Source: an optimization exercise on an open RTL-to-GDS flow (aim: small area and a short achievable clock period). Production flows keep margins and buffers that such runs may drop. In this exercise RTL edits were held to simulation tests only and were not proved equivalent to the original. Power is estimated from default activity; no workload was simulated.

==> run X <==
Design systolic_array, start of the top module:
module systolic_array(
    input [31:0] a1,a2,a3,
    input [31:0] b1,b2,b3,
    input rst, clk,
    output [63:0] c1,c2,c3,c4,c5,c6,c7,c8,c9
    );
    reg [31:0] a1_1;
    reg [31:0] a2_1;
    reg [31:0] a2_2;
    reg [31:0] a3_1;
    reg [31:0] a3_2;
    reg [31:0] a3_3;
    reg [31:0] b1_1;
    reg [31:0] b2_1;
    reg [31:0] b2_2;
    reg [31:0] b3_1;
    reg [31:0] b3_2;
    reg [31:0] b3_3;
    reg [4:1] rh;
    always @(posedge clk) begin
        rh <= {rh[3:1], rst};
        a1_1 <= a1;
        a2_1 <= a2;
        a2_2 <= a2_1;
        a3_1 <= a3;
        a3_2 <= a3_1;
        a3_3 <= a3_2;
        b1_1 <= b1;
        b2_1 <= b2;
        b2_2 <= b2_1;
        b3_1 <= b3;
        b3_2 <= b3_1;
        b3_3 <= b3_2;
    end
    wire clr1 = rst | rh[1];
    wire clr2 = clr1 | rh[2];
    wire clr3 = clr2 | rh[3];
    wire clr4 = clr3 | rh[4];
    wire [31:0] a1m = a1 & {32{~rst}};
    mac_pe0 m1(.clk(clk), .rst(rst), .a(a1m), .b(b1), .c(c1));
  ...
export LEC_CHECK = 0
export CAP_MARGIN = 20
export CORE_MARGIN = 2
export CORE_UTILIZATION = 55
export PLACE_DENSITY = 0.6
export SLEW_MARGIN = 20
export SYNTH_HIERARCHICAL = 1
create_clock -name core_clock -period 12.0 [get_ports {clk}]
standard.sh (not shown) runs the stock make flow with config.mk's settings and CLKGATE_MAP_FILE= SYNTH_SCRIPT=/design/flow/synth_recipe.tcl, a recipe that flattens the netlist after the stock synthesis.
==> flow/flow/run.sh <==
#!/bin/bash
set -euo pipefail
MARGIN=6.7
bash standard.sh SETUP_SLACK_MARGIN=$MARGIN finish > standard.log 2>&1
==> inputs of run P, as changes to run X <==
==> flow/config.mk (replaced) <==
export PLATFORM = sky130hd
export DESIGN_NAME = systolic_array
export DESIGN_NICKNAME = systolic_array
export VERILOG_FILES = /design/flow/design.v
export SDC_FILE = /design/flow/constraint.sdc
export NUM_CORES = 8
export LEC_CHECK = 0
export CAP_MARGIN = 20
export CORE_MARGIN = 2
export CORE_UTILIZATION = 55
export CTS_BUF_LIST = sky130_fd_sc_hd__clkbuf_4 sky130_fd_sc_hd__clkbuf_8
export PLACE_DENSITY = 0.6
export SLEW_MARGIN = 20
export SYNTH_HIERARCHICAL = 1
==> inputs of run A, as changes to run X <==
--- a/flow/design.v
+++ b/flow/design.v
@@ -4953,18 +4953,18 @@
   assign csum[57] = p[57] ^ qk593;
   assign csum[58] = p[58] ^ qk594;
   assign csum[59] = p[59] ^ qk595;
   assign csum[60] = p[60] ^ qk596;
   assign csum[61] = p[61] ^ qk597;
   assign csum[62] = p[62] ^ qk598;
   assign csum[63] = p[63] ^ qk599;
   assign c = csum;
-  wire [63:0] fm0 = p & {64{~rst}};
-  wire [63:0] fm1 = {g[62:0], 1'b0} & {64{~rst}};
+  wire [63:0] fm0 = p;
+  wire [63:0] fm1 = {g[62:0], 1'b0};
   wire p0, p1, p2;
   booth_enc up0(b[1], b[0], 1'b0, p0, p1, p2);
   wire p3 = ((p0 & a[0]) | (p1 & 1'b0)) ^ p2;
   wire p4 = ((p0 & a[1]) | (p1 & a[0])) ^ p2;
   wire p5 = ((p0 & a[2]) | (p1 & a[1])) ^ p2;
   wire p6 = ((p0 & a[3]) | (p1 & a[2])) ^ p2;
   wire p7 = ((p0 & a[4]) | (p1 & a[3])) ^ p2;
   wire p8 = ((p0 & a[5]) | (p1 & a[4])) ^ p2;
@@ -6851,17 +6851,18 @@
   wire p1904 = p1776 ^ p1777;
   wire p1905 = p1776 & p1777;
   wire p1906 = p1778 ^ p1779;
   wire p1907 = p1778 & p1779;
   wire p1908 = p1780 ^ p1781;
   wire p1909 = p1780 & p1781;
   wire [127:0] st_d = {p1909, p1908, p1907, p1906, p1905, p1904, p1903, p1902, p1901, p1900, p1899, p1898, p1897, p1896, p1895, p1894, p1893, p1892, p1891, p1890, p1889, p1888, p1887, p1886, p1885, p1884, p1883, p1882, p1881, p1880, p1879, p1878, p1877, p1876, p1875, p1874, p1873, p1872, p1871, p1870, p1869, p1868, p1867, p1866, p1865, p1864, p1863, p1862, p1861, p1860, p1859, p1858, p1857, p1856, p1855, p1854, p1853, p1852, p1851, p1850, p1849, p1848, p1847, p1846, p1845, p1844, p1843, p1842, p1841, p1840, p1839, p1838, p1837, p1836, p1835, p1834, p1833, p1832, p1831, p1830, p1829, p1828, p1827, p1826, p1825, p1824, p1823, p1822, p1821, p1820, p1819, p1818, p1817, p1816, p1815, p1814, p1813, p1812, p1811, p1810, p1809, p1808, p1807, p1806, p1805, p1804, p1803, p1802, p1801, p1800, p1799, p1798, p1797, p1796, p1795, p1794, p1793, p1792, p1791, p1790, p1789, p1788, p1787, p1786, p1785, p1784, p1783, p1782};
   always @(posedge clk) begin
-    st <= st_d;
+    if (rst) st <= 128'd0;
+    else st <= st_d;
   end
 endmodule
 module fa(input wire a, input wire b, input wire c, output wire s, output wire co);
   assign s = a ^ b ^ c;
   assign co = (a & b) | (a & c) | (b & c);
 endmodule
 module fa_g(input wire a, input wire b, input wire c, output wire s, output wire co);
   wire t;
@@ -6937,18 +6938,17 @@
         b3_1 <= b3;
         b3_2 <= b3_1;
         b3_3 <= b3_2;
     end
     wire clr1 = rst | rh[1];
     wire clr2 = clr1 | rh[2];
     wire clr3 = clr2 | rh[3];
     wire clr4 = clr3 | rh[4];
-    wire [31:0] a1m = a1 & {32{~rst}};
-    mac_pe0 m1(.clk(clk), .rst(rst), .a(a1m), .b(b1), .c(c1));
+    mac_pe0 m1(.clk(clk), .rst(rst), .a(a1), .b(b1), .c(c1));
     mac_pe1 m2(.clk(clk), .clr(clr1), .a(a1), .b(b2), .acc(c2));
     mac_pe m3(.clk(clk), .clr(clr2), .a(a1_1), .b(b3_1), .acc(c3));
     mac_pe1 m4(.clk(clk), .clr(clr1), .a(a2), .b(b1), .acc(c4));
     mac_pe m5(.clk(clk), .clr(clr2), .a(a2_1), .b(b2_1), .acc(c5));
     mac_pe m6(.clk(clk), .clr(clr3), .a(a2_2), .b(b3_2), .acc(c6));
     mac_pe m7(.clk(clk), .clr(clr2), .a(a3_1), .b(b1_1), .acc(c7));
     mac_pe m8(.clk(clk), .clr(clr3), .a(a3_2), .b(b2_2), .acc(c8));
     mac_pe m9(.clk(clk), .clr(clr4), .a(a3_3), .b(b3_3), .acc(c9));
==> flow/flow/run.sh (replaced) <==
#!/bin/bash
set -euo pipefail
MARGIN=6.7
bash standard.sh SETUP_SLACK_MARGIN=$MARGIN \
  "BUFFER_PORTS_ARGS=-buffer_cell sky130_fd_sc_hd__buf_2" \
  "CTS_ARGS=-sink_clustering_enable -repair_clock_nets -buf_list {sky130_fd_sc_hd__clkbuf_4 sky130_fd_sc_hd__clkbuf_8} -dont_use_dummy_load" \
  finish > standard.log 2>&1
==> flow/config.mk (replaced) <==
export PLATFORM = sky130hd
export DESIGN_NAME = systolic_array
export DESIGN_NICKNAME = systolic_array
export VERILOG_FILES = /design/flow/design.v
export SDC_FILE = /design/flow/constraint.sdc
export NUM_CORES = 8
export LEC_CHECK = 0
export CAP_MARGIN = 20
export CORE_MARGIN = 2
export CORE_UTILIZATION = 55
export CTS_BUF_LIST = sky130_fd_sc_hd__clkbuf_4 sky130_fd_sc_hd__clkbuf_8
export PLACE_DENSITY = 0.6
export SLEW_MARGIN = 20
export SYNTH_HIERARCHICAL = 1
==> inputs of run C, as changes to run X <==
--- a/flow/design.v
+++ b/flow/design.v
@@ -4953,18 +4953,18 @@
   assign csum[57] = p[57] ^ qk593;
   assign csum[58] = p[58] ^ qk594;
   assign csum[59] = p[59] ^ qk595;
   assign csum[60] = p[60] ^ qk596;
   assign csum[61] = p[61] ^ qk597;
   assign csum[62] = p[62] ^ qk598;
   assign csum[63] = p[63] ^ qk599;
   assign c = csum;
-  wire [63:0] fm0 = p & {64{~rst}};
-  wire [63:0] fm1 = {g[62:0], 1'b0} & {64{~rst}};
+  wire [63:0] fm0 = p;
+  wire [63:0] fm1 = {g[62:0], 1'b0};
   wire p0, p1, p2;
   booth_enc up0(b[1], b[0], 1'b0, p0, p1, p2);
   wire p3 = ((p0 & a[0]) | (p1 & 1'b0)) ^ p2;
   wire p4 = ((p0 & a[1]) | (p1 & a[0])) ^ p2;
   wire p5 = ((p0 & a[2]) | (p1 & a[1])) ^ p2;
   wire p6 = ((p0 & a[3]) | (p1 & a[2])) ^ p2;
   wire p7 = ((p0 & a[4]) | (p1 & a[3])) ^ p2;
   wire p8 = ((p0 & a[5]) | (p1 & a[4])) ^ p2;
@@ -6851,17 +6851,18 @@
   wire p1904 = p1776 ^ p1777;
   wire p1905 = p1776 & p1777;
   wire p1906 = p1778 ^ p1779;
   wire p1907 = p1778 & p1779;
   wire p1908 = p1780 ^ p1781;
   wire p1909 = p1780 & p1781;
   wire [127:0] st_d = {p1909, p1908, p1907, p1906, p1905, p1904, p1903, p1902, p1901, p1900, p1899, p1898, p1897, p1896, p1895, p1894, p1893, p1892, p1891, p1890, p1889, p1888, p1887, p1886, p1885, p1884, p1883, p1882, p1881, p1880, p1879, p1878, p1877, p1876, p1875, p1874, p1873, p1872, p1871, p1870, p1869, p1868, p1867, p1866, p1865, p1864, p1863, p1862, p1861, p1860, p1859, p1858, p1857, p1856, p1855, p1854, p1853, p1852, p1851, p1850, p1849, p1848, p1847, p1846, p1845, p1844, p1843, p1842, p1841, p1840, p1839, p1838, p1837, p1836, p1835, p1834, p1833, p1832, p1831, p1830, p1829, p1828, p1827, p1826, p1825, p1824, p1823, p1822, p1821, p1820, p1819, p1818, p1817, p1816, p1815, p1814, p1813, p1812, p1811, p1810, p1809, p1808, p1807, p1806, p1805, p1804, p1803, p1802, p1801, p1800, p1799, p1798, p1797, p1796, p1795, p1794, p1793, p1792, p1791, p1790, p1789, p1788, p1787, p1786, p1785, p1784, p1783, p1782};
   always @(posedge clk) begin
-    st <= st_d;
+    if (rst) st <= 128'd0;
+    else st <= st_d;
   end
 endmodule
 module fa(input wire a, input wire b, input wire c, output wire s, output wire co);
   assign s = a ^ b ^ c;
   assign co = (a & b) | (a & c) | (b & c);
 endmodule
 module fa_g(input wire a, input wire b, input wire c, output wire s, output wire co);
   wire t;
@@ -6937,18 +6938,17 @@
         b3_1 <= b3;
         b3_2 <= b3_1;
         b3_3 <= b3_2;
     end
     wire clr1 = rst | rh[1];
     wire clr2 = clr1 | rh[2];
     wire clr3 = clr2 | rh[3];
     wire clr4 = clr3 | rh[4];
-    wire [31:0] a1m = a1 & {32{~rst}};
-    mac_pe0 m1(.clk(clk), .rst(rst), .a(a1m), .b(b1), .c(c1));
+    mac_pe0 m1(.clk(clk), .rst(rst), .a(a1), .b(b1), .c(c1));
     mac_pe1 m2(.clk(clk), .clr(clr1), .a(a1), .b(b2), .acc(c2));
     mac_pe m3(.clk(clk), .clr(clr2), .a(a1_1), .b(b3_1), .acc(c3));
     mac_pe1 m4(.clk(clk), .clr(clr1), .a(a2), .b(b1), .acc(c4));
     mac_pe m5(.clk(clk), .clr(clr2), .a(a2_1), .b(b2_1), .acc(c5));
     mac_pe m6(.clk(clk), .clr(clr3), .a(a2_2), .b(b3_2), .acc(c6));
     mac_pe m7(.clk(clk), .clr(clr2), .a(a3_1), .b(b1_1), .acc(c7));
     mac_pe m8(.clk(clk), .clr(clr3), .a(a3_2), .b(b2_2), .acc(c8));
     mac_pe m9(.clk(clk), .clr(clr4), .a(a3_3), .b(b3_3), .acc(c9));
==> flow/flow/run.sh (replaced) <==
#!/bin/bash
set -euo pipefail
MARGIN=6.7
bash standard.sh SETUP_SLACK_MARGIN=$MARGIN "BUFFER_PORTS_ARGS=-buffer_cell sky130_fd_sc_hd__buf_2" finish > standard.log 2>&1
==> flow/config.mk (replaced) <==
export PLATFORM = sky130hd
export DESIGN_NAME = systolic_array
export DESIGN_NICKNAME = systolic_array
export VERILOG_FILES = /design/flow/design.v
export SDC_FILE = /design/flow/constraint.sdc
export NUM_CORES = 8
export LEC_CHECK = 0
export CAP_MARGIN = 20
export CORE_MARGIN = 2
export CORE_UTILIZATION = 55
export CTS_BUF_LIST = sky130_fd_sc_hd__clkbuf_4 sky130_fd_sc_hd__clkbuf_8
export PLACE_DENSITY = 0.6
export SLEW_MARGIN = 20
export SYNTH_HIERARCHICAL = 1
==> summary of the runs <==
Run X finished with timing, DRC and antenna clean. Run C completed without violations. Run A completed without violations. Run P finished clean.
In area after synthesis, run C and run A do not differ.
Non-clock buffer count, lowest first: run C, run A, run P, run X.
The highest total power belongs to run X, the lowest to run A.
Worst setup slack: run P > run X > run C > run A.
Between run C and run X, the lower sequential power is in run C (gap about 3%, measured against run X).
Against run A, the die area of run P is higher by 0.71%.
Register-to-register slack: run A is higher than run X (0.06 ns).
In flip-flop and latch count, run X and run C do not differ.

what the ideal ports hide:
How much do the figures lean on ideal ports? The routed layouts below were timed once more, with nothing changed but the port constraints. Step 1 (the two cells are an assumption about what drives the block):
set clk [get_ports {clk}]
set_driving_cell -lib_cell sky130_fd_sc_hd__clkbuf_16 $clk
set_driving_cell -lib_cell sky130_fd_sc_hd__buf_2 [delete_from_list [all_inputs] $clk]
Step 2 moves the port delays by t, midway between the first and last clock arrival at a register: inputs arrive t later, outputs are due t later. That takes back most of the time a late clock gives input paths. a / b / c = ideal ports / drivers / drivers and shift; a / b = the first two.
run	t (ns)	slack for setup (ns)	worst hold slack (ns)
run X	1.134	6.428 / 6.294 / 5.315	0.371 / 0.371 / 0.371
run P	1.319	6.460 / 6.327 / 5.322	0.368 / 0.368 / 0.368
run A	1.377	6.330 / 6.188 / 5.102	0.343 / 0.343 / 0.343
run C	1.384	6.383 / 6.252 / 5.133	0.363 / 0.363 / 0.363
After both steps setup and hold are still met in every run listed. The setup slack of run C, which loses most, moves by -0.131 ns with the drivers and by -1.250 ns with both steps.
